Background: an optimization exercise with open tools, aiming at small area. Do not read the settings as production practice.
In this exercise RTL edits were held to simulation tests only and were not proved equivalent to the original.
No activity file was given, so power comes from the tool's default toggle rates.

==> design.v <==
`timescale 1ns / 1ps
module seven_segment(number,segment_out);
input logic [3:0] number;
output logic [6:0] segment_out;
always_comb
begin
 case(number)
 4'b0000: segment_out = 7'b1000000;
 4'b0001: segment_out = 7'b1111001;
 4'b0010: segment_out = 7'b0100100;
 4'b0011: segment_out = 7'b0110000;
 4'b0100: segment_out = 7'b0011001;
 4'b0101: segment_out = 7'b0010010;
 4'b0110: segment_out = 7'b0000010;
 4'b0111: segment_out = 7'b1111000;
 4'b1000: segment_out = 7'b0000000;
 4'b1001: segment_out = 7'b0010000;
 4'b1010: segment_out = 7'b0001000;
 4'b1011: segment_out = 7'b0000011;
 4'b1100: segment_out = 7'b1000110;
 4'b1101: segment_out = 7'b0100001;
 4'b1110: segment_out = 7'b0000110;
 default: segment_out = 7'b1111111;
 endcase
end
endmodule
`timescale 1ns / 1ps
module seven_segment_four(segment_out,segment_enable,d4,d3,d2,d1,clk,rst);
input logic clk,rst;
input logic [3:0] d4,d3,d2,d1;
output logic [6:0] segment_out;
output logic [3:0] segment_enable;
logic [3:0] cnt;  
logic [3:0] segment_number;
seven_segment seven_segment_inst(segment_number,segment_out);
always_ff @(posedge clk or posedge rst)
begin
    if (rst)
        cnt <= 0;
    else
        cnt <= cnt + 1;
end
always_comb
begin
    case (cnt[3:2])
        2'd0: begin segment_number = d1; segment_enable = 4'b1110; end
        2'd1: begin segment_number = d2; segment_enable = 4'b1101; end
        2'd2: begin segment_number = d3; segment_enable = 4'b1011; end
        default: begin segment_number = d4; segment_enable = 4'b0111; end
    endcase
end
endmodule
`timescale 1ns / 1ps
module debouncer(button,button_out,clk,rst);
input logic button,clk,rst;
output logic button_out;
logic ff1, ff2, result, state;
logic [4:0] cnt;
logic done;
assign done = cnt[4] & cnt[2] & cnt[0];  
always_ff @(posedge clk)
begin
    state <= result;
    if (rst) begin
        ff1 <= 0;
        ff2 <= 0;
        cnt <= 0;
        result <= 0;
        button_out <= 0;
    end
    else begin
        ff1 <= button;
        ff2 <= ff1;
        if (done)
            result <= ff2;
        if (ff1 ^ ff2)
            cnt <= 0;
        else if (!done)
            cnt <= cnt + 1;
        button_out <= result & ~state;
    end
end
endmodule
`timescale 1ns / 1ps
module simple_microprocessor(btnC,btnU,btnL,btnR,btnD,CLK100MHZ,rst_in,sw,seg,an);
input logic btnC,btnU,btnL,btnR,btnD;
input logic rst_in;
input logic CLK100MHZ;
input logic [15:0] sw;
output logic [6:0] seg;
output logic [3:0] an;
logic clk;
assign clk = CLK100MHZ;
logic bC,bL,bR,bU,bD;
debouncer dbd1(btnC,bC,clk,rst_in);
debouncer dbd2(btnR,bR,clk,rst_in);
debouncer dbd3(btnL,bL,clk,rst_in);
debouncer dbd4(btnU,bU,clk,rst_in);
debouncer dbd5(btnD,bD,clk,rst_in);
logic rst;
assign rst = bD | rst_in;
logic [3:0] S4,S3,S1;
logic S2;
seven_segment_four disp(seg,an,S4,S3,{4{S2}},S1,clk,rst);
localparam [5:0]
    F1=6'd0, F1L=6'd1, F1A=6'd2, F1S=6'd3, F1C=6'd4, F1U=6'd5,   
    F2=6'd8, DEC=6'd9,
    L1=6'd10, L2=6'd11, L3=6'd12,
    T1=6'd13, T2=6'd14, T3=6'd15,
    A1=6'd16, A2=6'd17, A3=6'd18, A4=6'd19,
    Q1=6'd20, Q2=6'd21, P1=6'd22, P2=6'd23, N1=6'd24, N2=6'd25,
    DISP1=6'd26, DISP2=6'd27,
    SO1=6'd32, SO2=6'd33, SO3=6'd34, SO4=6'd35, SO5=6'd36, SO6=6'd37, SO7=6'd38, SO8=6'd39, SO9=6'd40;
logic [5:0] st, st_n;
logic [4:0] cnt;
logic isext, opf;
logic [2:0] ss, cl, ts, sc, tc;
logic idle;
assign idle = (st[5:3] == 3'b000);
logic [11:0] im [0:7];
logic [11:0] I;
assign I = isext ? sw[11:0] : im[0];
logic rot;
assign rot = (st == DEC) & ~isext;
always_ff @(posedge clk)
begin
    if (rst) begin
        im[0] <= 12'b111_111_111_111;
        im[1] <= 12'b010_010_000_001;
        im[2] <= 12'b011_011_000_001;
        im[3] <= 12'b110_000_000_111;
        im[4] <= 12'b100_100_000_100;
        im[5] <= 12'b110_000_000_111;
        im[6] <= 12'b101_100_000_100;
        im[7] <= 12'b110_000_000_111;
    end
    else if (rot) begin
        for (int k = 0; k < 7; k++) im[k] <= im[k+1];
        im[7] <= im[0];
    end
    else if (st == F1C)
        im[0] <= sw[11:0];
end
logic [3:0] rf [0:7];
logic [3:0] dm [0:15];
logic [3:0] A, B, Y, wd;
logic [2:0] ra1, ra2, wa;
logic we;
always_comb
begin
    if (st == SO7 || (st == DISP2 && cnt == 5'd0))
        ra1 = tc;
    else if (st == SO9)
        ra1 = tc + 3'd1;
    else if (st == F1S)
        ra1 = {tc[0], sc[2:1]};
    else
        ra1 = sc;
    if (st[5])
        ra2 = sc + 3'd1;
    else
        ra2 = cl;
    if (st == F1U)
        wa = sw[11:9];
    else if (st == F1L || st == F1A || st == SO3)
        wa = tc;
    else if (st == SO5)
        wa = tc + 3'd1;
    else if (st == SO7)
        wa = sc;
    else
        wa = sc + 3'd1;
    we = (st == F1U) || (st == F1L) || (st == F1A) || (st == SO3) || (st == SO5) || (st == SO7) || (st == SO9);
    if (st == F1U)
        wd = sw[15:12];
    else if (st == F1L)
        wd = dm[{opf, cl}];
    else
        wd = Y;
end
assign A = rf[ra1];
assign B = rf[ra2];
always_ff @(posedge clk)
begin
    if (rst) begin
        rf[0] <= 6; rf[1] <= 3; rf[2] <= 2; rf[3] <= 3;
        rf[4] <= 4; rf[5] <= 5; rf[6] <= 6; rf[7] <= 7;
    end
    else if (we)
        rf[wa] <= wd;
end
always_ff @(posedge clk)
begin
    if (rst) begin
        for (int k = 0; k < 16; k++) dm[k] <= 0;
        dm[1] <= 1;
        dm[2] <= 5;
    end
    else if (st == F1S)
        dm[{opf, cl}] <= A;
end
logic sub, mm, lt, selB;
logic [4:0] sum;
assign mm = (st == SO3) || (st == SO5);
assign sub = ~opf | st[5];
assign sum = {1'b0,A} + {1'b0,B ^ {4{sub}}} + {4'b0,sub};
assign lt = ~sum[4];
assign selB = mm & (lt ^ ((st == SO3) ^ opf));
assign Y = selB ? B : ((st[5] || st == DISP2) ? A : sum[3:0]);
logic [3:0] esum;
logic [2:0] se;
assign esum = ss + cl;
assign se = (esum == 4'd0 || esum[3]) ? 3'd7 : esum[2:0] - 3'd1;
logic pass_end, more;
logic [4:0] cnt_p;
assign pass_end = (sc == se - 3'd1);
assign cnt_p = pass_end ? cnt + 5'd1 : cnt;
assign more = (cl == 3'd0) || ({2'b00,cl} - 5'd1 > cnt_p);
always_comb
begin
    st_n = st;
    if (idle) begin
        if (bC) st_n = F1C;
        else if (bU) st_n = F1U;
        else if (bR | bL) st_n = F2;
        else st_n = F1;
    end
    else case (st)
    F2: st_n = DEC;
    DEC: case (I[11:9])
        3'b000: st_n = L1;
        3'b001: st_n = T1;
        3'b010, 3'b011: st_n = A1;
        3'b100, 3'b101: st_n = Q1;
        3'b110: st_n = P1;
        default: st_n = N1;
        endcase
    L1: st_n = L2;
    L2: st_n = L3;
    L3: st_n = F1L;
    T1: st_n = T2;
    T2: st_n = T3;
    T3: st_n = F1S;
    A1: st_n = A2;
    A2: st_n = A3;
    A3: st_n = A4;
    A4: st_n = F1A;
    Q1: st_n = Q2;
    Q2: st_n = SO1;
    P1: st_n = P2;
    P2: st_n = DISP1;
    N1: st_n = N2;
    N2: st_n = F1;
    SO1: st_n = SO2;
    SO2: st_n = SO3;
    SO3: st_n = SO4;
    SO4: st_n = SO5;
    SO5: st_n = SO6;
    SO6: st_n = SO7;
    SO7: st_n = SO8;
    SO8: st_n = SO9;
    SO9: st_n = more ? SO1 : DISP1;
    DISP1: st_n = DISP2;
    DISP2: st_n = (cnt < 5'd20) ? DISP2 : ((sc < se) ? DISP1 : F1);
    default: st_n = F1;
    endcase
end
always_ff @(posedge clk or posedge rst)
begin
    if (rst)
        st <= F1;
    else
        st <= st_n;
end
always_ff @(posedge clk or posedge rst)
begin
    if (rst) begin
        S1 <= 0; S2 <= 0; S3 <= 0; S4 <= 0;
    end
    else if (st == A4) begin
        S4 <= A; S3 <= B; S2 <= 1; S1 <= Y;
    end
    else if (st == DISP1) begin
        S4 <= {1'b0, sc}; S3 <= 4'b1111; S2 <= 1;
    end
    else if (st == DISP2)
        S1 <= Y;
end
always_ff @(posedge clk)
begin
    if (idle) begin
        cnt <= 0;
        isext <= ~bC & ~bU & bR;
    end
    case (st)
    DEC: begin
        ss <= I[5:3]; sc <= I[5:3]; cl <= I[2:0]; ts <= I[8:6];
        opf <= (I[11:9] == 3'b000) ? I[3] : I[9];
        tc <= (I[11:9] == 3'b110) ? 3'd0 : I[8:6];
    end
    L1: tc <= I[6:4];
    T1: begin cl <= I[2:0]; opf <= I[3]; end
    A2: tc <= I[8:6];
    SO9: begin
        cnt <= cnt_p;
        if (more) begin
            if (pass_end) begin sc <= ss; tc <= ts; end
            else begin sc <= sc + 3'd1; tc <= tc + 3'd1; end
        end
        else begin
            sc <= ss;
            tc <= tc + 3'd1;
        end
    end
    DISP1: cnt <= 0;
    DISP2: begin
        if (cnt < 5'd20)
            cnt <= cnt + 5'd1;
        else if (sc < se) begin
            tc <= sc;
            sc <= sc + 3'd1;
        end
    end
    default: ;
    endcase
end
endmodule
==> run.sh <==
#!/bin/bash
# synth_recipe.tcl (not shown) runs the flow's synth.tcl, then flattens the netlist and writes it again
# the make line also repeats each setting of config.mk as NAME=value (left out here)
make -C /OpenROAD-flow-scripts/flow DESIGN_CONFIG=/design/flow/config.mk WORK_HOME=/design/flow/orfs CLKGATE_MAP_FILE= SYNTH_SCRIPT=/design/flow/synth_recipe.tcl finish
==> config.mk <==
export PLATFORM = sky130hd
export DESIGN_NAME = simple_microprocessor
export DESIGN_NICKNAME = simple_microprocessor
export VERILOG_FILES = /design/flow/design.v
export SDC_FILE = /design/flow/constraint.sdc
export NUM_CORES = 4
export LEC_CHECK = 0
export ABC_AREA = 1
export CAP_MARGIN = 20
export CORE_MARGIN = 2
export CORE_UTILIZATION = 60
export CTS_CLUSTER_DIAMETER = 100
export CTS_CLUSTER_SIZE = 30
export SLEW_MARGIN = 20
==> constraint.sdc <==
create_clock -name core_clock -period 10.0 [get_ports {CLK100MHZ}]
set_input_delay 2.0000 -clock core_clock [delete_from_list [all_inputs] [get_ports {CLK100MHZ}]]
set_output_delay 2.0000 -clock core_clock [all_outputs]
set_load 0.01 [all_outputs]
==> results of run 1 <==
## worst min-delay path by stage
stage | start | endpoint | slack [ns]
CTS | dbd4.result | dbd4.state | 0.37
floorplan | dbd5.result | dbd5.state | 0.35
finish | dbd4.result | dbd4.state | 0.37
global route | dbd4.result | dbd4.state | 0.39
global placement | dbd5.result | dbd5.state | 0.35
detailed placement | dbd4.result | dbd4.state | 0.36
## per-layer routing
layer | GRT usage (%) | vias to the layer above | routed length, um | part of all wire [%]
met5 | 0 | - | 0 | 0
met4 | 7.40 | 0 | 619 | 1.9
met3 | 2.49 | 47 | 1900 | 5.9
met2 | 44.5 | 366 | 15300 | 47
met1 | 36.6 | 5409 | 14700 | 45
li1 | - | 5815 | - | -
## per-stage QoR
| stage | cells | util (%) | total power, mW | area [um2] | setup WS (ns) |
|---|---|---|---|---|---|
| after floorplan | 1755 | - | 1.30 | 14200 | 5.76 |
| after global placement | 2051 | 63.0 | 1.32 | 14700 | 4.13 |
| after detailed placement | 2051 | 63.0 | 1.33 | 14700 | 3.95 |
| after CTS | 2072 | 64.7 | 1.96 | 15100 | 4.50 |
| after global routing | 2072 | 64.7 | 2.00 | 15100 | 4.05 |
| final | 2072 | 64.7 | 1.94 | 15100 | 4.47 |
## synthesized netlist by cell type, types with 10 or more instances
cell type	instances	area, um2
o211ai_1	30	225
o2111ai_1	13	114
o21ai_0	156	781
xor2_1	20	175
edfxtp_1	113	3390
nand4_1	13	81.3
nor3_1	24	120
ha_1	32	400
o221ai_1	18	158
nand3_1	97	485
nand2_1	317	1190
dfrtp_1	23	576
nor2_1	316	1190
clkbuf_1	47	176
nand2_2	10	62.6
dfxtp_1	151	3020
inv_2	15	56.3
a21oi_1	70	350
o22ai_1	13	81.3
inv_1	177	664
## cell families after synthesis
family	after synthesis	share of synthesized area, %
xor gates and xnor gates	26	1.61
buffers and inverters	262	7.28
AOI/OAI and AO/OA	340	14.5
muxes	1	0.0706
and+or+nand+nor	805	24.1
DFF	287	49.3
adders and majority gates	34	3.11
## power groups by stage
stage	clock, mW	sequential (mW)	combinational [mW]
final	0.640	1.24	0.0583
after global routing	0.692	1.24	0.0659
after CTS	0.656	1.24	0.0586
after detailed placement	0	1.27	0.0586
after global placement	0	1.27	0.0573
after floorplan	0	1.26	0.0376
## layout make-up
class | count | share of cell area (%)
tap | 319 | 2.64
clock buffer | 20 | 2.68
clock inverter | 1 | 0.0331
timing repair buffer | 41 | 2.58
sequential | 287 | 46.3
multi-input combinational | 1206 | 40.8
inverter | 198 | 4.95
## state kept, by name, summed over array words and instances, names as in the netlist, 6 cells and up
signal / count
im: 96
dm: 64
st: 6
rf: 32
==> flow_metrics.env, run 1 <==
export IMPL_status="no timing/DRC/antenna violations"
export IMPL_synth_edff_count=113
export IMPL_slew_limit_headroom_pct=39.1
export IMPL_multi_input_area_um2=6160
export IMPL_cp_startpoint="cl[1]"
export IMPL_grt_max_degree=96
export IMPL_design_die_area_um2=24900
export IMPL_routedWlPerCell_um=15.7
export IMPL_path_class="flop to flop"
export IMPL_crit_top_cell="nand2_1"
export IMPL_synth_seq_cells=287
export IMPL_die_y_um=158
export IMPL_postSynthAreaPerCell_um2=8.07
export IMPL_period_share_pct=55.3
export IMPL_grtUsageTotal_pct=26.4
export IMPL_reg2reg_depth=21
export IMPL_fmaxAchievable_ghz=0.181
export IMPL_avgViaCountPerCell=5.62
export IMPL_crit_path_max_incr_delay_ns=0.81
export IMPL_required_ns=10.25
export IMPL_regArea_um2=6990
export IMPL_ys_flop_type="dfxtp_1"
export IMPL_critPathCapture="rf[3][0]"
export IMPL_ant_nets=0
export IMPL_seqPwrFrac_pct=64.0
export IMPL_ys_seq_area_share_pct=49.3
export IMPL_holdBufCountCts=0
export IMPL_cp_slowest_cell="edfxtp_1"
export IMPL_grt_antenna_before_repair=0
export IMPL_first_global_vias=10600
export IMPL_port_buffers=33
export IMPL_place_congestion=0.942
export IMPL_cts_buffer_depth=3
export IMPL_cp_end_kind="flop"
export IMPL_peakVddDrop_uv=140
export IMPL_hp_class="flop to flop"
export IMPL_synthArstFlopShare_pct=8.01
export IMPL_area_delta_synth_final_pct=6.60
export IMPL_grt_pass1_wl_um=52800
export IMPL_crit_chain="inv_1 > o21ai_2 > inv_1 > o21ai_0 > o22ai_1 > o21ai_0 > xor2_1 > fa_1 > a21oi_1 > nor2_1 > nor2_1 > xor2_1 > nand2_1 > o21a_1 > inv_1 > nand2_1 > nand2_1 > xor2_1 > a21oi_1 > a21oi_4 > nand2_1"
export IMPL_skew_ns=0.0170
export IMPL_grt_remaining_overflow=0
export IMPL_drive_above_1_share_pct=5.31
export IMPL_crit_buf_inv=3
export IMPL_mostFrequentLayoutCells="317 x nand2_1, 314 x nor2_1, 176 x inv_1, 156 x o21ai_0, 151 x dfxtp_1"
export IMPL_num_rows=56
export IMPL_p_sw_share_pct=20.8
export IMPL_synth_area_um2=14200
export IMPL_dr_pass1_iters=5
export IMPL_path_max_fanout=23
export IMPL_r2r_end="rf[3][0]"
export IMPL_fin_hold_ws_ns=0.372
export IMPL_crit_family="compound AO/OA/AOI/OAI gates"
export IMPL_ys_warn_count=5
export IMPL_drt_wl_total_um=32500
export IMPL_cts_setup_buffers=0
export IMPL_worstMarginPinSlew_ns=0.910
export IMPL_htree_levels=1
export IMPL_cp_depth=21
export IMPL_synth_cells=1755
export IMPL_cts_root_buf="clkbuf_16"
export IMPL_intPower_mw=1.54
export IMPL_finalSetupTns_ns=0
export IMPL_ios=34
export IMPL_via_count=11600
export IMPL_power_density_nw_per_um2=128
export IMPL_crit_arrival_ns=5.78
export IMPL_drv_slew=0
export IMPL_synth_cell_types=59
export IMPL_cts_buffers=13
export IMPL_power_net_switching_uw=403
export IMPL_cts_resized=0
export IMPL_cp_start_kind="flop"
export IMPL_hold_viol=0
export IMPL_nFillCells=2043
export IMPL_cts_tree="yes"
export IMPL_drtIter0Drc=1065
export IMPL_clock_sinks=287
export IMPL_max_cap_viol_count=0
export IMPL_die_w_um=158
export IMPL_core_area_um2=23300
export IMPL_setup_viol_count_final=0
export IMPL_p_leak_nw=6.50
export IMPL_path_clk_slew_ns=0.11
export IMPL_regToRegSetupSlack_ns=4.47
export IMPL_whs_path_depth=0
export IMPL_drc=0
export IMPL_initial_core_util_pct=60.7
export IMPL_timing_rr_start="cl[1]"
export IMPL_min_period_ns=5.53
export IMPL_synth_nets=1812
export IMPL_final_net_count=1804
export IMPL_rsz0062_at_grt="false"
export IMPL_comb_power_share_pct=3.0
export IMPL_p_clk_share_pct=33.0
export IMPL_clk_latency_ns=0.50
export IMPL_final_common_cell="nand2_1"
export IMPL_dp_hpwl_um=23000
export IMPL_antenna_cells=0
==> inputs of run 2 (changes only) <==
--- a/config.mk
+++ b/config.mk
@@ -9,6 +9,5 @@
 export CAP_MARGIN = 20
 export CORE_MARGIN = 2
 export CORE_UTILIZATION = 60
-export CTS_CLUSTER_DIAMETER = 100
-export CTS_CLUSTER_SIZE = 30
+export CTS_BUF_LIST = sky130_fd_sc_hd__clkbuf_4 sky130_fd_sc_hd__clkbuf_8
 export SLEW_MARGIN = 20
==> run 2 against run 1 <==
Largest cell class unchanged. Global-route usage rose by 0.80 points. Sequential power barely moved. Via count rose by 2.5%. Largest power group unchanged.
==> flow_metrics.env, run 2 <==
export IMPL_rsz0062_at_grt="false"
export IMPL_die_w_um=158
export IMPL_path_max_fanout=23
export IMPL_num_rows=56
export IMPL_path_class="flop to flop"
export IMPL_cts_resized=0
export IMPL_via_count=11900
export IMPL_synth_nets=1812
export IMPL_clk_latency_ns=0.58
export IMPL_post_synth_top_area_cell="edfxtp_1"
export IMPL_ys_seq_area_share_pct=49.3
export IMPL_reg_top3="im: 96 flops, dm: 64 flops, rf: 32 flops"
export IMPL_mostFrequentLayoutCells="317 x nand2_1, 314 x nor2_1, 176 x inv_1, 156 x o21ai_0, 151 x dfxtp_1"
export IMPL_grt_remaining_overflow=0
export IMPL_wl_met2_um=15600
export IMPL_avgViaCountPerCell=5.59
export IMPL_design_die_area_um2=24900
export IMPL_grt_max_degree=96
export IMPL_hold_viol=0
export IMPL_period_share_pct=55.4
export IMPL_synth_cells=1755
export IMPL_first_global_vias=11000
export IMPL_path_clk_slew_ns=0.06
export IMPL_final_net_count=1840
export IMPL_yosys_area_top_type_share_pct=23.9
export IMPL_cts_setup_buffers=0
export IMPL_worstMarginPinSlew_ns=0.931
export IMPL_drc=0
export IMPL_layout_cells_non_filler=2135
export IMPL_top_layer_used="met4"
export IMPL_area_delta_synth_final_pct=10.7
export IMPL_grt_antenna_before_repair=0
export IMPL_place_congestion=0.942
export IMPL_slew_limit_headroom_pct=37.6
export IMPL_required_ns=10.30
export IMPL_reg2reg_depth=21
export IMPL_drv_slew=0
export IMPL_p_leak_nw=6.82
export IMPL_holdBufCountCts=0
export IMPL_initial_core_util_pct=60.7
export IMPL_ys_top_cells_by_count="317 x nand2_1, 316 x nor2_1, 177 x inv_1, 156 x o21ai_0, 151 x dfxtp_1"
export IMPL_crit_arrival_ns=5.85
export IMPL_fmaxAchievable_ghz=0.180
export IMPL_clock_sinks=287
export IMPL_drive_above_1_share_pct=8.59
export IMPL_synth_edff_count=113
export IMPL_postSynthAreaPerCell_um2=8.07
export IMPL_synth_area_um2=14200
export IMPL_cts_buffer_depth=3
export IMPL_antenna_cells=0
export IMPL_synth_seq_cells=287
export IMPL_hp_class="flop to flop"
export IMPL_final_common_cell="nand2_1"
export IMPL_whs_path_depth=0
export IMPL_wl_met3_um=2220
export IMPL_cp_start_kind="flop"
export IMPL_wl_met1_um=14800
export IMPL_drtIter0Drc=1067
export IMPL_synth_most_common_cell="nand2_1"
export IMPL_top_register="im"
export IMPL_ant_nets=0
export IMPL_cts_root_buf="clkbuf_8"
export IMPL_drt_wl_total_um=33400
export IMPL_dp_cells=2051
export IMPL_min_period_ns=5.54
export IMPL_ys_flop_type="dfxtp_1"
export IMPL_peakVddDrop_uv=108
export IMPL_grt_pass1_wl_um=54200
export IMPL_max_cap_viol_count=0
export IMPL_grtUsageTotal_pct=27.2
export IMPL_synth_area_leaders="edfxtp_1 24%, dfxtp_1 21%, nand2_1 8.4%"
export IMPL_hp_start="dbd5.result"
export IMPL_largest_reg_flops=96
export IMPL_power_density_nw_per_um2=150
export IMPL_dp_hpwl_um=23000
export IMPL_dr_pass1_iters=8
export IMPL_skew_ns=0.0329
export IMPL_status="no timing/DRC/antenna violations"
export IMPL_timing_rr_start="cl[1]"
export IMPL_htree_levels=2
export IMPL_core_area_um2=23300
export IMPL_synth_cell_types=59
export IMPL_ys_warn_count=5
export IMPL_regToRegSetupSlack_ns=4.46
export IMPL_cts_buffers=49
export IMPL_routedWlPerCell_um=15.6
export IMPL_synthArstFlopShare_pct=8.01
export IMPL_setup_viol_count_final=0
export IMPL_cts_tree="yes"
export IMPL_r2r_end="rf[3][0]"
export IMPL_cp_end_kind="flop"
export IMPL_hold_end="dbd5.state"
export IMPL_ios=34
export IMPL_port_buffers=33
export IMPL_die_y_um=158
export IMPL_finalSetupTns_ns=0
==> run 2: cell families (layout without fill, tap and decap cells) <==
family          Yosys count  in the layout  share of synthesized area [%]
mux                       1              1                         0.0706
xor+xnor                 26             26                           1.61
buf+inv                 262            323                           7.28
flops                   287            287                           49.3
simple gates            805            805                           24.1
compound gates          340            340                           14.5
fa+ha+maj                34             34                           3.11
==> run 2: critical path: stages, from the launching register on <==
cell and delay (ns):
edfxtp_1 0.79, inv_1 0.55, o21ai_2 0.47, inv_1 0.25, o21ai_0 0.13, o22ai_1 0.09, o21ai_0 0.48, xor2_1 0.21
fa_1 0.48, a21oi_1 0.16, nor2_1 0.05, nor2_1 0.11, xor2_1 0.20, nand2_1 0.07, o21a_1 0.16, inv_1 0.13
nand2_1 0.10, nand2_1 0.08, xor2_1 0.21, a21oi_1 0.15, a21oi_4 0.32, nand2_1 0.09
==> run 2: area by class of cell <==
| cell class | instances | area [um2] |
|---|---|---|
| Fill cell | 1996 | 7650 |
| Clock buffer | 72 | 897 |
| Timing Repair Buffer | 41 | 390 |
| Tap cell | 319 | 399 |
| Multi-Input combinational cell | 1206 | 6160 |
| Clock inverter | 12 | 91.3 |
| Sequential cell | 287 | 6990 |
| Inverter | 198 | 748 |
==> run 2: worst max path at each step <==
stage                     depth (start not counted)         to  startpoint
final                                            21   rf[3][0]       cl[1]
after global routing                             21   rf[1][0]       cl[1]
after CTS                                        21   rf[3][0]       cl[1]
after detailed placement                          9   dm[3][2]      rst_in
after global placement                            7   dm[1][0]      rst_in
after floorplan                                   5  dm[13][0]      rst_in
==> run 2: power by group <==
group | total (mW) | internal (mW) | switching [mW]
clock | 1.06 | 0.598 | 0.458
sequential | 1.24 | 1.23 | 0.00981
combinational | 0.0585 | 0.0205 | 0.0380
total | 2.36 | 1.85 | 0.506
==> run 2: metrics by stage <==
step | hold slack [ns] | setup WS, ns | instance area (um2) | power, mW | util, %
global placement | 0.352 | 4.13 | 14700 | 1.32 | 63.0
floorplan | 0.346 | 5.76 | 14200 | 1.30 | -
global route | 0.378 | 4.06 | 15700 | 2.44 | 67.2
detailed placement | 0.356 | 3.95 | 14700 | 1.33 | 63.0
finish | 0.366 | 4.46 | 15700 | 2.36 | 67.2
CTS | 0.368 | 4.53 | 15700 | 2.38 | 67.2
==> run 2: layer usage <==
metal	vias to the layer above	global-route usage, %
met5	-	0
met4	0	9.22
met3	70	4.27
met2	438	44.6
met1	5502	36.9
li1	5915	-
==> inputs of run 3 (changes only) <==
--- a/design.v
+++ b/design.v
@@ -76,7 +76,7 @@
         if (ff1 ^ ff2)
             cnt <= 0;
         else if (!done)
-            cnt <= cnt + 1;
+            cnt <= {cnt[4] ^ (&cnt[3:0]), cnt[3] ^ (&cnt[2:0]), cnt[2] ^ (&cnt[1:0]), cnt[1] ^ cnt[0], ~cnt[0]};
         button_out <= result & ~state;
     end
 end
--- a/config.mk
+++ b/config.mk
@@ -9,5 +9,6 @@
 export CAP_MARGIN = 20
 export CORE_MARGIN = 2
 export CORE_UTILIZATION = 60
-export CTS_BUF_LIST = sky130_fd_sc_hd__clkbuf_4 sky130_fd_sc_hd__clkbuf_8
+export CTS_CLUSTER_DIAMETER = 100
+export CTS_CLUSTER_SIZE = 30
 export SLEW_MARGIN = 20
==> run 3 against run 2 <==
Global-route usage fell by 0.24 points. Critical endpoint is now rf[0][2]. Worst setup slack got worse by 0.39 ns. Still clean. Synthesized cell count fell by 0.51%. Largest power group unchanged.
==> flow_metrics.env, run 3 <==
export IMPL_synth_fa_ha_area_share_pct=3.75
export IMPL_htree_levels=1
export IMPL_mostFrequentLayoutCells="308 x nand2_1, 294 x nor2_1, 190 x inv_1, 153 x o21ai_0, 151 x dfxtp_1"
export IMPL_slew_limit_headroom_pct=34.3
export IMPL_skew_ns=0.0246
export IMPL_cts_tree="yes"
export IMPL_crit_arrival_ns=6.19
export IMPL_first_global_vias=11100
export IMPL_crit_top_cell="nor2_1"
export IMPL_core_area_um2=23300
export IMPL_reg_top3="im: 96 flops, dm: 64 flops, rf: 32 flops"
export IMPL_cts_setup_buffers=0
export IMPL_holdBufCountCts=0
export IMPL_grt_remaining_overflow=0
export IMPL_synth_seq_cells=287
export IMPL_final_common_cell="nand2_1"
export IMPL_routedWlPerCell_um=16.0
export IMPL_ant_nets=0
export IMPL_avgViaCountPerCell=5.68
export IMPL_power_density_nw_per_um2=129
export IMPL_cp_start_kind="flop"
export IMPL_synth_nets=1810
export IMPL_place_congestion=0.979
export IMPL_grtUsageTotal_pct=27.0
export IMPL_synthMuxAreaShare_pct=0
export IMPL_ys_top_cells_by_count="308 x nand2_1, 295 x nor2_1, 190 x inv_1, 153 x o21ai_0, 151 x dfxtp_1"
export IMPL_place_area_um2=14600
export IMPL_drtIter0Drc=969
export IMPL_path_class="flop to flop"
export IMPL_grt_antenna_before_repair=0
export IMPL_dp_cells=2040
export IMPL_area_delta_synth_final_pct=6.51
export IMPL_status="no timing/DRC/antenna violations"
export IMPL_regToRegSetupSlack_ns=4.07
export IMPL_die_w_um=157
export IMPL_yosys_area_top_type_share_pct=24.1
export IMPL_synth_cells=1746
export IMPL_crit_chain="clkinv_1 > o21ai_1 > inv_1 > o21ai_0 > o22ai_1 > o21ai_0 > xor2_1 > inv_1 > fa_1 > nor2_1 > nor2_1 > nor2_1 > nor2_1 > xor2_1 > o21a_1 > inv_1 > nor2_1 > a21oi_1 > o21ai_1 > o211ai_1 > a21boi_4 > nand2_1"
export IMPL_largest_reg_flops=96
export IMPL_synthArstFlopShare_pct=8.01
export IMPL_ys_warn_count=5
export IMPL_dp_hpwl_um=23800
export IMPL_max_cap_viol_count=0
export IMPL_drv_slew=0
export IMPL_path_max_fanout=22
export IMPL_cp_slowest_cell="edfxtp_1"
export IMPL_finalSetupTns_ns=0
export IMPL_cts_resized=0
export IMPL_initial_core_util_pct=60.5
export IMPL_synth_xor_area_share_pct=1.68
export IMPL_cts_buffers=13
export IMPL_crit_family="compound AO/OA/AOI/OAI gates"
export IMPL_period_share_pct=59.3
export IMPL_cp_end_kind="flop"
export IMPL_drc=0
export IMPL_post_synth_top_area_cell="edfxtp_1"
export IMPL_dr_pass1_iters=6
export IMPL_postSynthAreaPerCell_um2=8.06
export IMPL_path_clk_slew_ns=0.11
export IMPL_dp_slack_ns=4.18
export IMPL_drive_above_1_share_pct=3.85
export IMPL_ys_flop_type="dfxtp_1"
export IMPL_synth_top_family_by_area="simple AND/OR/NAND/NOR gates"
export IMPL_synth_area_leaders="edfxtp_1 24%, dfxtp_1 21%, nand2_1 8.2%"
export IMPL_worst_slack_ns=4.07
export IMPL_final_net_count=1800
export IMPL_crit_path_max_incr_delay_ns=0.82
export IMPL_port_buffers=33
export IMPL_synth_simple_gate_area_share_pct=23.3
export IMPL_synth_cell_types=54
export IMPL_drt_wl_total_um=33000
export IMPL_required_ns=10.26
export IMPL_grt_max_degree=110
export IMPL_hold_viol=0
export IMPL_grt_pass1_wl_um=53800
export IMPL_final_core_util_pct=64.4
export IMPL_fin_hold_ws_ns=0.360
export IMPL_clock_sinks=287
export IMPL_die_y_um=157
export IMPL_design_die_area_um2=24700
export IMPL_antenna_cells=0
export IMPL_cts_root_buf="clkbuf_16"
export IMPL_crit_buf_inv=4
export IMPL_ys_seq_area_share_pct=49.7
export IMPL_synth_most_common_cell="nand2_1"
export IMPL_fmaxAchievable_ghz=0.169
export IMPL_design_area_um2=15000
export IMPL_ios=34
export IMPL_via_count=11700
export IMPL_min_period_ns=5.93
export IMPL_worstMarginPinSlew_ns=0.985
export IMPL_hp_class="flop to flop"
export IMPL_num_rows=56
export IMPL_p_total_mw=1.94
export IMPL_setup_viol_count_final=0
export IMPL_synth_edff_count=113
export IMPL_layout_cells_non_filler=2061
export IMPL_top_register="im"
export IMPL_clk_latency_ns=0.50
export IMPL_p_leak_nw=6.45
export IMPL_cts_buffer_depth=3
export IMPL_synth_compound_area_share_pct=14.2
export IMPL_rsz0062_at_grt="false"
export IMPL_peakVddDrop_uv=146
export IMPL_synth_area_um2=14100
[run 3: power breakdown]
part	internal, mW	total [mW]	switching (mW)
registers	1.23	1.24	0.00910
clock network	0.289	0.643	0.355
logic	0.0204	0.0566	0.0362
total	1.54	1.94	0.400
[run 3: logic make-up (layout without fill, tap and decap cells)]
group | after synthesis | in the layout
AND/OR/NAND/NOR | 784 | 784
buffers and inverters | 268 | 264
AO/OA/AOI/OAI | 339 | 339
flip-flops | 287 | 287
XOR/XNOR | 27 | 27
adder cells (fa/ha/maj) | 41 | 41
[run 3: cell type report]
| class | count | area [um2] |
|---|---|---|
| fill | 2126 | 8280 |
| sequential | 287 | 6990 |
| tap | 319 | 399 |
| clock buffer | 19 | 369 |
| inverter | 205 | 769 |
| clock inverter | 2 | 36.3 |
| timing repair buffer | 38 | 368 |
| multi-input combinational | 1191 | 6050 |
[run 3: path summary, 6_finish.rpt]
path | from | depth (start not counted) | end
worst min-delay path | dbd3.result | 0 | dbd3.state
worst max-delay path | cl[1] | 22 | rf[0][2]
worst max register to register | cl[1] | 22 | rf[0][2]
worst min register to register | dbd3.result | 0 | dbd3.state
min in group asynchronous | dbd5.button_out | 2 | st[1]
max in group asynchronous | rst_in | 4 | st[3]
[run 3: worst register-to-register path, cell delays in order, from the launching register on]
cell and delay (ns):
edfxtp_1 0.82, clkinv_1 0.69, o21ai_1 0.77, inv_1 0.30, o21ai_0 0.15, o22ai_1 0.08, o21ai_0 0.40, xor2_1 0.24
inv_1 0.09, fa_1 0.43, nor2_1 0.12, nor2_1 0.05, nor2_1 0.08, nor2_1 0.06, xor2_1 0.15, o21a_1 0.23
inv_1 0.12, nor2_1 0.05, a21oi_1 0.12, o21ai_1 0.11, o211ai_1 0.19, a21boi_4 0.35, nand2_1 0.09
[run 3: metal layers]
metal	wire length, um	track usage [%]	vias up
met1	14400	36.8	5487
met4	794	8.05	0
met5	0	0	-
met3	2090	3.55	62
li1	-	-	5784
met2	15700	45.2	369
==> inputs of run 4 (changes only) <==
--- a/config.mk
+++ b/config.mk
@@ -8,7 +8,8 @@
 export ABC_AREA = 1
 export CAP_MARGIN = 20
 export CORE_MARGIN = 2
-export CORE_UTILIZATION = 60
+export CORE_UTILIZATION = 75
 export CTS_CLUSTER_DIAMETER = 100
 export CTS_CLUSTER_SIZE = 30
+export PLACE_DENSITY = 0.85
 export SLEW_MARGIN = 20
==> run 4 against run 3 <==
Final area is 0.85% lower. Count of clock-buffer cells in the layout grew 1. Highest routed layer unchanged. Fmax down 0.51%. Critical endpoint unchanged. Critical path type unchanged. Cell count fell by 4.1%. Sequential power about the same. Non-clock buffer count did not move. Hold slack better by 0.00056 ns.
==> flow_metrics.env, run 4 <==
export IMPL_status="no timing/DRC/antenna violations"
export IMPL_num_rows=50
export IMPL_grt_antenna_before_repair=0
export IMPL_place_congestion=0.993
export IMPL_worstMarginPinSlew_ns=0.947
export IMPL_synth_seq_cells=287
export IMPL_final_common_cell="nand2_1"
export IMPL_dr_pass1_iters=5
export IMPL_drtIter0Drc=1188
export IMPL_synth_nets=1810
export IMPL_power_density_nw_per_um2=128
export IMPL_skew_ns=0.0247
export IMPL_cp_start_kind="flop"
export IMPL_ys_flop_type="dfxtp_1"
export IMPL_initial_core_util_pct=75.7
export IMPL_required_ns=10.26
export IMPL_synth_most_common_cell="nand2_1"
export IMPL_core_area_um2=18600
export IMPL_grt_max_degree=105
export IMPL_routedWlPerCell_um=16.6
export IMPL_synth_cell_types=54
export IMPL_setup_viol_count_final=0
export IMPL_grtUsageTotal_pct=33.4
export IMPL_fmaxAchievable_ghz=0.168
export IMPL_hp_class="flop to flop"
export IMPL_die_w_um=141
export IMPL_cts_tree="yes"
export IMPL_cp_end_kind="flop"
export IMPL_drive_above_1_share_pct=3.79
export IMPL_first_global_vias=11500
export IMPL_clk_latency_ns=0.51
export IMPL_ys_warn_count=5
export IMPL_grt_remaining_overflow=0
export IMPL_path_max_fanout=22
export IMPL_postSynthAreaPerCell_um2=8.06
export IMPL_rsz0062_at_grt="false"
export IMPL_peakVddDrop_uv=197
export IMPL_finalSetupTns_ns=0
export IMPL_drt_wl_total_um=32900
export IMPL_use_met1_pct=45.0
export IMPL_via_count=12100
export IMPL_p_total_mw=1.91
export IMPL_nFillCells=1288
export IMPL_synth_edff_count=113
export IMPL_fin_hold_ws_ns=0.360
export IMPL_design_die_area_um2=19900
export IMPL_area_delta_synth_final_pct=5.60
export IMPL_drv_slew=0
export IMPL_synth_area_um2=14100
export IMPL_largest_reg_flops=96
export IMPL_avgViaCountPerCell=6.11
export IMPL_antenna_cells=0
export IMPL_mostFrequentLayoutCells="308 x nand2_1, 294 x nor2_1, 190 x inv_1, 153 x o21ai_0, 151 x dfxtp_1"
export IMPL_ios=34
export IMPL_max_cap_viol_count=0
export IMPL_cts_setup_buffers=0
export IMPL_drc=0
export IMPL_ys_top_cells_by_count="308 x nand2_1, 295 x nor2_1, 190 x inv_1, 153 x o21ai_0, 151 x dfxtp_1"
export IMPL_post_synth_top_area_cell="edfxtp_1"
export IMPL_top_register="im"
export IMPL_cts_resized=0
export IMPL_min_period_ns=5.96
export IMPL_path_class="flop to flop"
export IMPL_die_y_um=141
export IMPL_path_clk_slew_ns=0.12
export IMPL_clock_sinks=287
export IMPL_p_leak_nw=6.44
export IMPL_top_usage_layer="met2"
export IMPL_port_buffers=33
export IMPL_final_net_count=1800
export IMPL_cts_buffers=13
export IMPL_slew_limit_headroom_pct=36.9
export IMPL_htree_levels=1
export IMPL_ys_seq_area_share_pct=49.7
export IMPL_hold_viol=0
export IMPL_reg_top3="im: 96 flops, dm: 64 flops, rf: 32 flops"
export IMPL_grtUsageMet3_pct=4.21
export IMPL_dp_hpwl_um=23400
export IMPL_synth_cells=1746
export IMPL_ant_nets=0
export IMPL_grt_use_met2_pct=56.0
export IMPL_yosys_area_top_type_share_pct=24.1
export IMPL_synth_area_leaders="edfxtp_1 24%, dfxtp_1 21%, nand2_1 8.2%"
export IMPL_cts_root_buf="clkbuf_16"
export IMPL_period_share_pct=59.6
export IMPL_synthArstFlopShare_pct=8.01
export IMPL_crit_arrival_ns=6.22
export IMPL_grt_pass1_wl_um=54300
export IMPL_holdBufCountCts=0
export IMPL_cts_buffer_depth=3
-- run 4: cell count changes in the layout (fill, tap and decap cells not counted) --
cell       before  now
inv_4           1    0
clkbuf_1        5    7
inv_6           0    1
clkbuf_16      14   13
clkinv_8        0    1
buf_4           5    4
buf_8           0    1
bufinv_16       1    0
-- run 4: cells by family (layout without fill, tap and decap cells) --
logic type | after synthesis | count (layout) | share of synthesized area [%]
simple gates | 784 | 784 | 23.3
fa+ha+maj | 41 | 41 | 3.75
buf+inv | 268 | 265 | 7.38
xor+xnor | 27 | 27 | 1.68
flops | 287 | 287 | 49.7
compound gates | 339 | 339 | 14.2
-- run 4: critical path, cell delays in order, from the launching register on --
cell and delay, ns:
edfxtp_1 0.85, clkinv_1 0.71, o21ai_1 0.78, inv_1 0.29
o21ai_0 0.15, o22ai_1 0.08, o21ai_0 0.40, xor2_1 0.22
inv_1 0.08, fa_1 0.42, nor2_1 0.12, nor2_1 0.05
nor2_1 0.09, nor2_1 0.06, xor2_1 0.15, o21a_1 0.22
inv_1 0.13, nor2_1 0.05, a21oi_1 0.11, o21ai_1 0.10
o211ai_1 0.19, a21boi_4 0.33, nand2_1 0.10
-- run 4: stage by stage --
stage	instance area [um2]	worst slack (ns)	std cells	utilization (%)
after global placement	14500	4.47	1954	77.9
final	14900	4.04	1977	80.0
after CTS	14800	4.24	1976	79.9
after global routing	14900	3.58	1977	80.0
after floorplan	14100	5.81	1746	-
after detailed placement	14500	4.32	1954	77.9
-- run 4: report_power, final --
group / internal [mW] / leakage, nW / switching (mW)
logic: 0.0204 / 3.67 / 0.0369
registers: 1.23 / 2.59 / 0.00964
clock network: 0.253 / 0.180 / 0.358
-- run 4: area by class of cell --
cell class	instances	area, um2	share of cell area [%]
clock buffers	20	352	2.37
inverters	205	769	5.18
flip-flops and latches	287	6990	47.1
repair buffers	38	375	2.53
clock inverters	2	25.0	0.168
multi-input cells	1191	6050	40.7
well taps	234	293	1.97
-- run 4: layer usage --
layer | wire length [um] | up-vias
li1 | - | 5791
met1 | 13600 | 5627
met2 | 15400 | 576
met3 | 2760 | 87
met4 | 1070 | 0
met5 | 0 | -
-- run 4: final timing paths --
kind / endpoint / cells after the start / start / slack (ns)
worst min-delay path: dbd4.state / 0 / dbd4.result / 0.36
worst min register to register: dbd4.state / 0 / dbd4.result / 0.36
worst max-delay path: rf[0][2] / 22 / cl[1] / 4.04
max in group asynchronous: st[2] / 4 / rst_in / 6.17
worst max register to register: rf[0][2] / 22 / cl[1] / 4.04
min in group asynchronous: S3[0] / 2 / dbd5.button_out / 0.43
==> inputs of run 5 (changes only) <==
==> flow/run.sh (new file) <==
#!/bin/bash
# Own flow: the standard synthesis, then its combinational logic re-mapped
# for area with ABC (registers kept as they are), then the standard layout.
set -e
W=$(pwd)
PLAT=${FLOW_PLATFORM:-sky130hd}
YOSYS=$FLOW_HOME/../tools/install/yosys/bin/yosys
LIB=$FLOW_HOME/platforms/$PLAT/lib/sky130_fd_sc_hd__tt_025C_1v80.lib
R=$W/orfs/results/$PLAT/simple_microprocessor/base

# 1. standard synthesis
bash standard.sh synth > $W/log_1_standard_synth.txt 2>&1

# 2. re-map the combinational logic
cp $R/1_2_yosys.v $W/std_netlist.v
python3 $W/flow/genmodels.py $LIB > $W/cell_models.v 2> $W/log_2_genmodels.txt
DONTUSE=$(grep -o 'cell *( *"\?sky130_fd_sc_hd__\(lpflow\|probe\)[a-z0-9_]*' $LIB | sed 's/.*(\s*"\?//' | sort -u | sed 's/^/-dont_use /' | tr '\n' ' ')
cat > $W/remap.ys <<EOY
read_verilog $W/cell_models.v
read_liberty -lib -ignore_redef $LIB
read_verilog $W/std_netlist.v
hierarchy -top $FLOW_TOP
flatten
techmap
opt -purge
abc -liberty $LIB $DONTUSE -script $W/flow/remap.abc
opt_clean -purge
stat -liberty $LIB
write_verilog -noattr -noexpr $W/remapped.v
EOY
$YOSYS -s $W/remap.ys > $W/log_3_remap.txt 2>&1

# the registers must be the standard synthesis's, cell for cell
ffs() { grep -oE 'sky130_fd_sc_hd__(df|edf|sdf|dl)[a-z0-9_]* +[^ (]+' "$1" | sort; }
if ! diff <(ffs $W/std_netlist.v) <(ffs $W/remapped.v) > $W/log_4_regcheck.txt 2>&1; then
    echo "register mismatch after re-mapping" >&2
    exit 1
fi

# 3. standard layout from the re-mapped netlist
cp $W/remapped.v $R/1_2_yosys.v
rm -f $R/1_synth.odb $R/1_synth.sdc
# the same port buffers as the standard flow, in the smallest buffer cell
BUFFER_PORTS_ARGS="-buffer_cell sky130_fd_sc_hd__buf_1" bash standard.sh finish > $W/log_5_standard_layout.txt 2>&1
==> flow/genmodels.py (new file) <==
# Writes Verilog models of the combinational cells of a liberty file (stdout),
# so that Yosys can flatten a mapped netlist back into logic for re-mapping.
import re, sys
lib = open(sys.argv[1]).read()
out = []
for m in re.finditer(r'\n\s*cell\s*\(\s*"?(\w+)"?\s*\)\s*\{', lib):
    name = m.group(1)
    i = m.end(); depth = 1; start = i
    while depth:
        c = lib[i]
        if c == '{': depth += 1
        elif c == '}': depth -= 1
        i += 1
    body = lib[start:i]
    if re.search(r'\b(ff|latch|statetable)\s*\(', body):
        continue
    pins = []
    for pm in re.finditer(r'\n\s*pin\s*\(\s*"?(\w+)"?\s*\)\s*\{', body):
        j = pm.end(); d = 1; s = j
        while d:
            c = body[j]
            if c == '{': d += 1
            elif c == '}': d -= 1
            j += 1
        pb = body[s:j]
        dm = re.search(r'direction\s*:\s*"?(\w+)"?', pb)
        fm = re.search(r'\bfunction\s*:\s*"([^"]*)"', pb)
        pins.append((pm.group(1), dm.group(1) if dm else None, fm.group(1) if fm else None))
    outs = [p for p in pins if p[1] == 'output']
    ins = [p for p in pins if p[1] == 'input']
    if not outs or any(p[2] is None for p in outs):
        continue
    def conv(f):
        f = f.replace('!', '~').replace('*', '&').replace('+', '|')
        f = re.sub(r"(\w+)'", r'~\1', f)
        f = re.sub(r'(\w|\))\s+(?=[\w~(])', r'\1&', f)
        return f
    s = 'module %s(%s);\n' % (name, ', '.join(p[0] for p in ins + outs))
    for p in ins:
        s += '  input %s;\n' % p[0]
    for p in outs:
        s += '  output %s;\n  assign %s = %s;\n' % (p[0], p[0], conv(p[2]))
    s += 'endmodule\n'
    out.append(s)
print('\n'.join(out))
==> flow/remap.abc (new file) <==
strash
dc2
dch -f
amap
mfs2
strash
dc2
dch -f
amap
mfs2
strash
dch -f
amap
topo
==> standard.sh (new file) <==
#!/bin/bash
# synth_recipe.tcl (not shown) runs the flow's synth.tcl, then flattens the netlist and writes it again
# the make line also repeats each setting of config.mk as NAME=value (left out here)
make -C /OpenROAD-flow-scripts/flow DESIGN_CONFIG=/design/flow/config.mk WORK_HOME=/design/flow/orfs CLKGATE_MAP_FILE= SYNTH_SCRIPT=/design/flow/synth_recipe.tcl "${@:-finish}"
removed: run.sh
==> run 5 against run 4 <==
Still clean on timing, DRC and antenna. Synthesized area is 11% lower. Fmax is 27% lower. Cell count is 20% lower. Final area is 10% lower. Combinational power grew to 4.8 times the previous value.
==> flow_metrics.env, run 5 <==
export IMPL_place_congestion=1.05
export IMPL_dr_pass1_iters=6
export IMPL_peakVddDrop_uv=170
export IMPL_fmaxAchievable_ghz=0.123
export IMPL_crit_arrival_ns=8.34
export IMPL_ant_nets=0
export IMPL_avgViaCountPerCell=6.84
export IMPL_rsz0062_at_grt="false"
export IMPL_ios=34
export IMPL_grt_pass1_wl_um=51000
export IMPL_cp_start_kind="flop"
export IMPL_dp_hpwl_um=21900
export IMPL_cts_buffer_depth=3
export IMPL_num_rows=47
export IMPL_required_ns=10.21
export IMPL_grt_max_degree=88
export IMPL_layout_cells_non_filler=1576
export IMPL_die_y_um=133
export IMPL_grtUsageTotal_pct=35.8
export IMPL_clock_sinks=287
export IMPL_path_clk_slew_ns=0.12
export IMPL_skew_ns=0.0443
export IMPL_hp_class="flop to async pin"
export IMPL_finalSetupTns_ns=0
export IMPL_path_max_fanout=13
export IMPL_via_count=10800
export IMPL_power_density_nw_per_um2=162
export IMPL_first_global_vias=10300
export IMPL_dp_cells=1554
export IMPL_mostFrequentLayoutCells="229 x nor2_1, 151 x dfxtp_1, 144 x clkinv_1, 128 x nand2_1, 113 x edfxtp_1"
export IMPL_grt_remaining_overflow=0
export IMPL_area_delta_synth_final_pct=7.41
export IMPL_holdBufCountCts=0
export IMPL_final_net_count=1372
export IMPL_top_register="im"
export IMPL_routedWlPerCell_um=20.1
export IMPL_final_common_cell="nor2_1"
export IMPL_die_w_um=133
export IMPL_period_share_pct=81.3
export IMPL_ys_warn_count=5
export IMPL_reg_top3="im: 96 flops, dm: 64 flops, rf: 32 flops"
export IMPL_path_class="flop to flop"
export IMPL_cts_tree="yes"
export IMPL_min_period_ns=8.13
export IMPL_drv_slew=0
export IMPL_initial_core_util_pct=75.9
export IMPL_cts_setup_buffers=0
export IMPL_drtIter0Drc=1494
export IMPL_largest_reg_flops=96
export IMPL_hold_viol=0
export IMPL_synth_cells=1284
export IMPL_slew_limit_headroom_pct=27.4
export IMPL_clk_latency_ns=0.52
export IMPL_p_leak_nw=4.49
export IMPL_synth_area_um2=12500
export IMPL_htree_levels=1
export IMPL_cts_buffers=13
export IMPL_cts_root_buf="clkbuf_16"
export IMPL_port_buffers=33
export IMPL_synth_nets=1307
export IMPL_status="no timing/DRC/antenna violations"
export IMPL_cts_resized=0
export IMPL_antenna_cells=0
export IMPL_postSynthAreaPerCell_um2=9.70
export IMPL_design_die_area_um2=17700
export IMPL_drive_above_1_share_pct=2.73
export IMPL_grt_antenna_before_repair=0
export IMPL_drt_wl_total_um=31600
export IMPL_core_area_um2=16400
export IMPL_worstMarginPinSlew_ns=1.09
export IMPL_drc=0
export IMPL_nFillCells=981
export IMPL_max_cap_viol_count=0
export IMPL_setup_viol_count_final=0
export IMPL_cp_end_kind="flop"
## run 5: cell types whose count changed in the layout (fill, tap and decap cells not counted), moves of 33 or more
cell | previous run | this run
buf_1 | 0 | 33
clkdlybuf4s50_1 | 33 | 0
inv_1 | 190 | 0
nor2_1 | 294 | 229
ha_1 | 39 | 0
o22ai_1 | 16 | 78
a21oi_1 | 75 | 38
nand3_1 | 106 | 10
clkinv_1 | 5 | 144
nand2_1 | 308 | 128
o221a_1 | 0 | 52
o21ai_0 | 153 | 62
## run 5: worst paths after layout
kind / start / endpoint / slack, ns / cells past startpoint
min: dbd5.button_out / st[5] / 0.35 / 2
max in group asynchronous: rst_in / S3[1] / 6.92 / 5
max reg2reg: st[0] / rf[2][1] / 1.87 / 26
min reg2reg: dbd5.button_out / st[5] / 0.35 / 2
min in group core_clock: dbd3.result / dbd3.state / 0.37 / 0
max: st[0] / rf[2][1] / 1.87 / 26
## run 5: final cells by class
| type | count | area, um2 | area share (%) |
|---|---|---|---|
| Multi-Input combinational cell | 852 | 4940 | 36.9 |
| Clock buffer | 20 | 352 | 2.63 |
| Sequential cell | 287 | 6990 | 52.3 |
| Inverter | 145 | 544 | 4.07 |
| Clock inverter | 2 | 25.0 | 0.187 |
| Timing Repair Buffer | 50 | 251 | 1.88 |
| Tap cell | 220 | 275 | 2.06 |
## run 5: stage by stage
step	hold slack (ns)	utilization, %	setup WS (ns)	power [mW]	instance area [um2]
finish	0.352	81.5	1.87	2.17	13400
global route	0.374	81.5	1.11	2.24	13400
CTS	0.363	81.5	2.24	2.16	13400
detailed placement	0.362	79.2	2.34	1.57	13000
global placement	0.354	79.2	2.85	1.57	13000
floorplan	0.344	-	0.254	1.49	12500
## run 5: worst max-delay path, stage by stage (launching register included)
cell	delay, ns
dfrtp_1	0.50
nor2_1	0.23
nand3_1	0.20
nor2_1	0.36
clkinv_1	0.43
nor2_1	0.26
a211oi_1	0.09
o22ai_1	0.50
clkinv_1	0.36
a221oi_1	0.28
a21oi_1	0.08
o22ai_1	0.82
clkinv_1	0.37
o21ai_0	0.30
nor2_1	0.09
a21oi_1	0.21
and2_0	0.19
o22ai_1	0.09
nor2_1	0.13
a21oi_1	0.06
o21ai_0	0.57
clkinv_1	0.26
o22ai_1	0.25
clkinv_1	0.10
o21ai_0	0.13
a21boi_0	0.81
nand2_1	0.16
## run 5: per-layer routing
metal | GRT usage [%] | up-vias | part of all wire [%]
li1 | - | 4961 | -
met1 | 47.4 | 5061 | 40
met2 | 60.1 | 627 | 48
met3 | 5.79 | 123 | 8.6
met4 | 13.2 | 0 | 3.6
met5 | 0 | - | 0
## run 5: report_power, final
part / internal, mW / switching (mW)
logic: 0.0847 / 0.189
clock network: 0.253 / 0.359
registers: 1.26 / 0.0254
==> inputs of run 6 (changes only) <==
==> flow/remap.abc (replaced) <==
strash
dc2
dch -f
amap
mfs2
strash
dc2
dch -f
amap
mfs2
strash
dch -f
amap
mfs2
strash
dch -f
amap
mfs2
strash
dch -f
amap
topo
--- a/config.mk
+++ b/config.mk
@@ -6,10 +6,10 @@
 export NUM_CORES = 4
 export LEC_CHECK = 0
 export ABC_AREA = 1
-export CAP_MARGIN = 20
+export CAP_MARGIN = 0
 export CORE_MARGIN = 2
 export CORE_UTILIZATION = 75
 export CTS_CLUSTER_DIAMETER = 100
 export CTS_CLUSTER_SIZE = 30
 export PLACE_DENSITY = 0.85
-export SLEW_MARGIN = 20
+export SLEW_MARGIN = 0
==> run 6 against run 5 <==
Utilization is 0.19 points lower. Critical endpoint is now rf[7][0]. Synthesized area is 0.27% lower. Highest routed layer unchanged. Worst setup slack better by 0.33 ns.
==> flow_metrics.env, run 6 <==
export IMPL_status="no timing/DRC/antenna violations"
export IMPL_ant_nets=0
export IMPL_drt_wl_total_um=32800
export IMPL_synth_cells=1277
export IMPL_cts_setup_buffers=0
export IMPL_path_max_fanout=13
export IMPL_largest_reg_flops=96
export IMPL_grt_pass1_wl_um=52500
export IMPL_clk_latency_ns=0.52
export IMPL_fmaxAchievable_ghz=0.128
export IMPL_core_area_um2=16400
export IMPL_crit_arrival_ns=8.02
export IMPL_min_period_ns=7.80
export IMPL_required_ns=10.22
export IMPL_peakVddDrop_uv=161
export IMPL_cts_buffer_depth=3
export IMPL_via_count=10900
export IMPL_cts_root_buf="clkbuf_16"
export IMPL_htree_levels=1
export IMPL_p_leak_nw=4.50
export IMPL_r2r_end="rf[7][0]"
export IMPL_path_clk_slew_ns=0.11
export IMPL_skew_ns=0.0365
export IMPL_period_share_pct=78.0
export IMPL_drv_slew=0
export IMPL_path_class="flop to flop"
export IMPL_seqPwrFrac_pct=65.1
export IMPL_drc=0
export IMPL_fin_hold_ws_ns=0.335
export IMPL_cts_resized=0
export IMPL_routedWlPerCell_um=20.9
export IMPL_p_total_mw=1.90
export IMPL_power_density_nw_per_um2=142
export IMPL_cts_tree="yes"
export IMPL_hp_start="dbd3.result"
export IMPL_grt_max_degree=96
export IMPL_dr_pass1_iters=6
export IMPL_antenna_cells=0
export IMPL_postSynthAreaPerCell_um2=9.73
export IMPL_synth_area_um2=12400
export IMPL_grt_antenna_before_repair=0
export IMPL_final_net_count=1366
export IMPL_top_register="im"
export IMPL_final_common_cell="nor2_1"
export IMPL_max_cap_viol_count=0
export IMPL_comb_power_share_pct=2.8
export IMPL_p_sw_share_pct=21.3
export IMPL_whs_path_depth=0
export IMPL_grt_remaining_overflow=0
export IMPL_reg2reg_depth=30
export IMPL_clock_sinks=287
export IMPL_crit_top_cell="nor2_1"
export IMPL_die_w_um=133
export IMPL_dp_hpwl_um=22900
export IMPL_ys_warn_count=5
export IMPL_avgViaCountPerCell=6.92
export IMPL_design_die_area_um2=17600
export IMPL_cp_slowest_cell="a21boi_0"
export IMPL_die_y_um=133
export IMPL_drive_above_1_share_pct=2.67
export IMPL_reg_top3="im: 96 flops, dm: 64 flops, rf: 32 flops"
export IMPL_slew_limit_headroom_pct=31.7
export IMPL_rsz0062_at_grt="false"
export IMPL_mostFrequentLayoutCells="227 x nor2_1, 151 x dfxtp_1, 135 x clkinv_1, 121 x nand2_1, 113 x edfxtp_1"
export IMPL_regToRegSetupSlack_ns=2.20
export IMPL_hold_viol=0
export IMPL_p_clk_share_pct=32.1
export IMPL_drtIter0Drc=1637
export IMPL_first_global_vias=10200
export IMPL_hp_class="flop to flop"
export IMPL_worstMarginPinSlew_ns=1.02
export IMPL_holdBufCountCts=0
export IMPL_initial_core_util_pct=75.7
export IMPL_area_delta_synth_final_pct=7.45
export IMPL_port_buffers=33
export IMPL_nFillCells=1024
export IMPL_cts_buffers=13
export IMPL_place_congestion=1.05
export IMPL_cp_end_kind="flop"
export IMPL_hold_end="dbd3.state"
export IMPL_intPower_mw=1.50
export IMPL_finalSetupTns_ns=0
export IMPL_timing_rr_start="st[1]"
export IMPL_ios=34
export IMPL_cp_start_kind="flop"
export IMPL_setup_viol_count_final=0
export IMPL_grtUsageTotal_pct=37.2
export IMPL_synth_nets=1300
export IMPL_crit_path_max_incr_delay_ns=0.77
export IMPL_num_rows=47
export IMPL_power_net_switching_uw=406
## run 6: changes by cell type in the layout (fill, tap and decap cells not counted), moves of 7 or more
cell and delta:
a21oi_1 +15, a31oi_1 -7, clkinv_1 -9, nand2_1 -7, nand3_1 +10, nor3_1 +7
o2111ai_1 -11
## run 6: final cells by class
class | instances | area [um2] | share of cell area (%)
Clock inverter | 2 | 25.0 | 0.187
Sequential cell | 287 | 6990 | 52.4
Multi-Input combinational cell | 854 | 4930 | 37.0
Inverter | 136 | 510 | 3.82
Tap cell | 220 | 275 | 2.06
Clock buffer | 20 | 352 | 2.63
Timing Repair Buffer | 51 | 259 | 1.94
## run 6: through the flow
step,instances,utilization (%),setup WS (ns),instance area [um2]
after detailed placement,1548,79.1,2.52,13000
after floorplan,1277,-,0.146,12400
after global routing,1570,81.3,1.44,13300
after global placement,1548,79.1,2.92,13000
after CTS,1570,81.3,2.48,13300
final,1570,81.3,2.20,13300
## run 6: routing by layer
metal	GRT usage [%]	up-vias	routed length [um]
met1	49.2	5082	12300
li1	-	4959	-
met5	0	-	0
met4	16.6	0	1550
met2	61.1	696	15700
met3	6.05	134	3240
## run 6: worst max path at each step
| stage | from | end | slack (ns) |
|---|---|---|---|
| after floorplan | rst_in | dm[4][0] | 0.15 |
| after global placement | st[1] | rf[5][0] | 2.92 |
| after detailed placement | st[1] | rf[6][2] | 2.52 |
| after CTS | st[1] | rf[6][2] | 2.48 |
| after global routing | st[1] | rf[4][2] | 1.44 |
| final | st[1] | rf[7][0] | 2.20 |
## run 6: power groups by stage
stage	clock network [mW]	logic, mW	registers, mW
floorplan	0	0.0340	1.26
CTS	0.609	0.0524	1.24
global route	0.645	0.0578	1.24
finish	0.610	0.0530	1.24
detailed placement	0	0.0517	1.26
global placement	0	0.0493	1.26
## run 6: critical path: cells and delay by family, from the launching register on
kind            cells  cell delay [ns]
flops               1             0.44
compound gates     14             3.71
buf+inv             6             1.54
simple gates       10             1.82

[static timing again, ports no longer ideal]
How much do the figures lean on ideal ports? The routed layouts below were timed once more, with nothing changed but the port constraints.
Step 1: set_driving_cell puts a clkbuf_16 on CLK100MHZ and a buf_2 on each other input, an assumption about the parent block.
Step 2 times the ports against the registers' clock, not the clock port: input delays grow and output delays shrink by t, the midpoint of the rising clock arrivals with the driver on.
a / b / c = no drivers / after step 1 / after step 2; a / b = the first two.
| run | t, ns | slack for setup (ns) | hold WS [ns] | clock arrival spread, ns |
|---|---|---|---|---|
| run 1 | 0.538 | 4.466 / 4.466 / 4.060 | 0.372 / 0.372 / 0.372 | 0.025 / 0.025 |
| run 2 | 0.607 | 4.458 / 4.458 / 3.943 | 0.366 / 0.366 / 0.366 | 0.033 / 0.033 |
| run 3 | 0.540 | 4.066 / 4.066 / 4.066 | 0.360 / 0.360 / 0.360 | 0.027 / 0.027 |
| run 4 | 0.546 | 4.035 / 4.035 / 4.035 | 0.360 / 0.360 / 0.360 | 0.029 / 0.029 |
| run 5 | 0.543 | 1.872 / 1.872 / 1.872 | 0.352 / 0.352 / 0.352 | 0.044 / 0.044 |
| run 6 | 0.540 | 2.198 / 2.198 / 2.198 | 0.335 / 0.335 / 0.335 | 0.040 / 0.040 |
After both steps setup and hold are still met in every run listed. The setup slack of run 2, which loses most, moves by 0.000 ns with the drivers and by -0.515 ns with both steps.
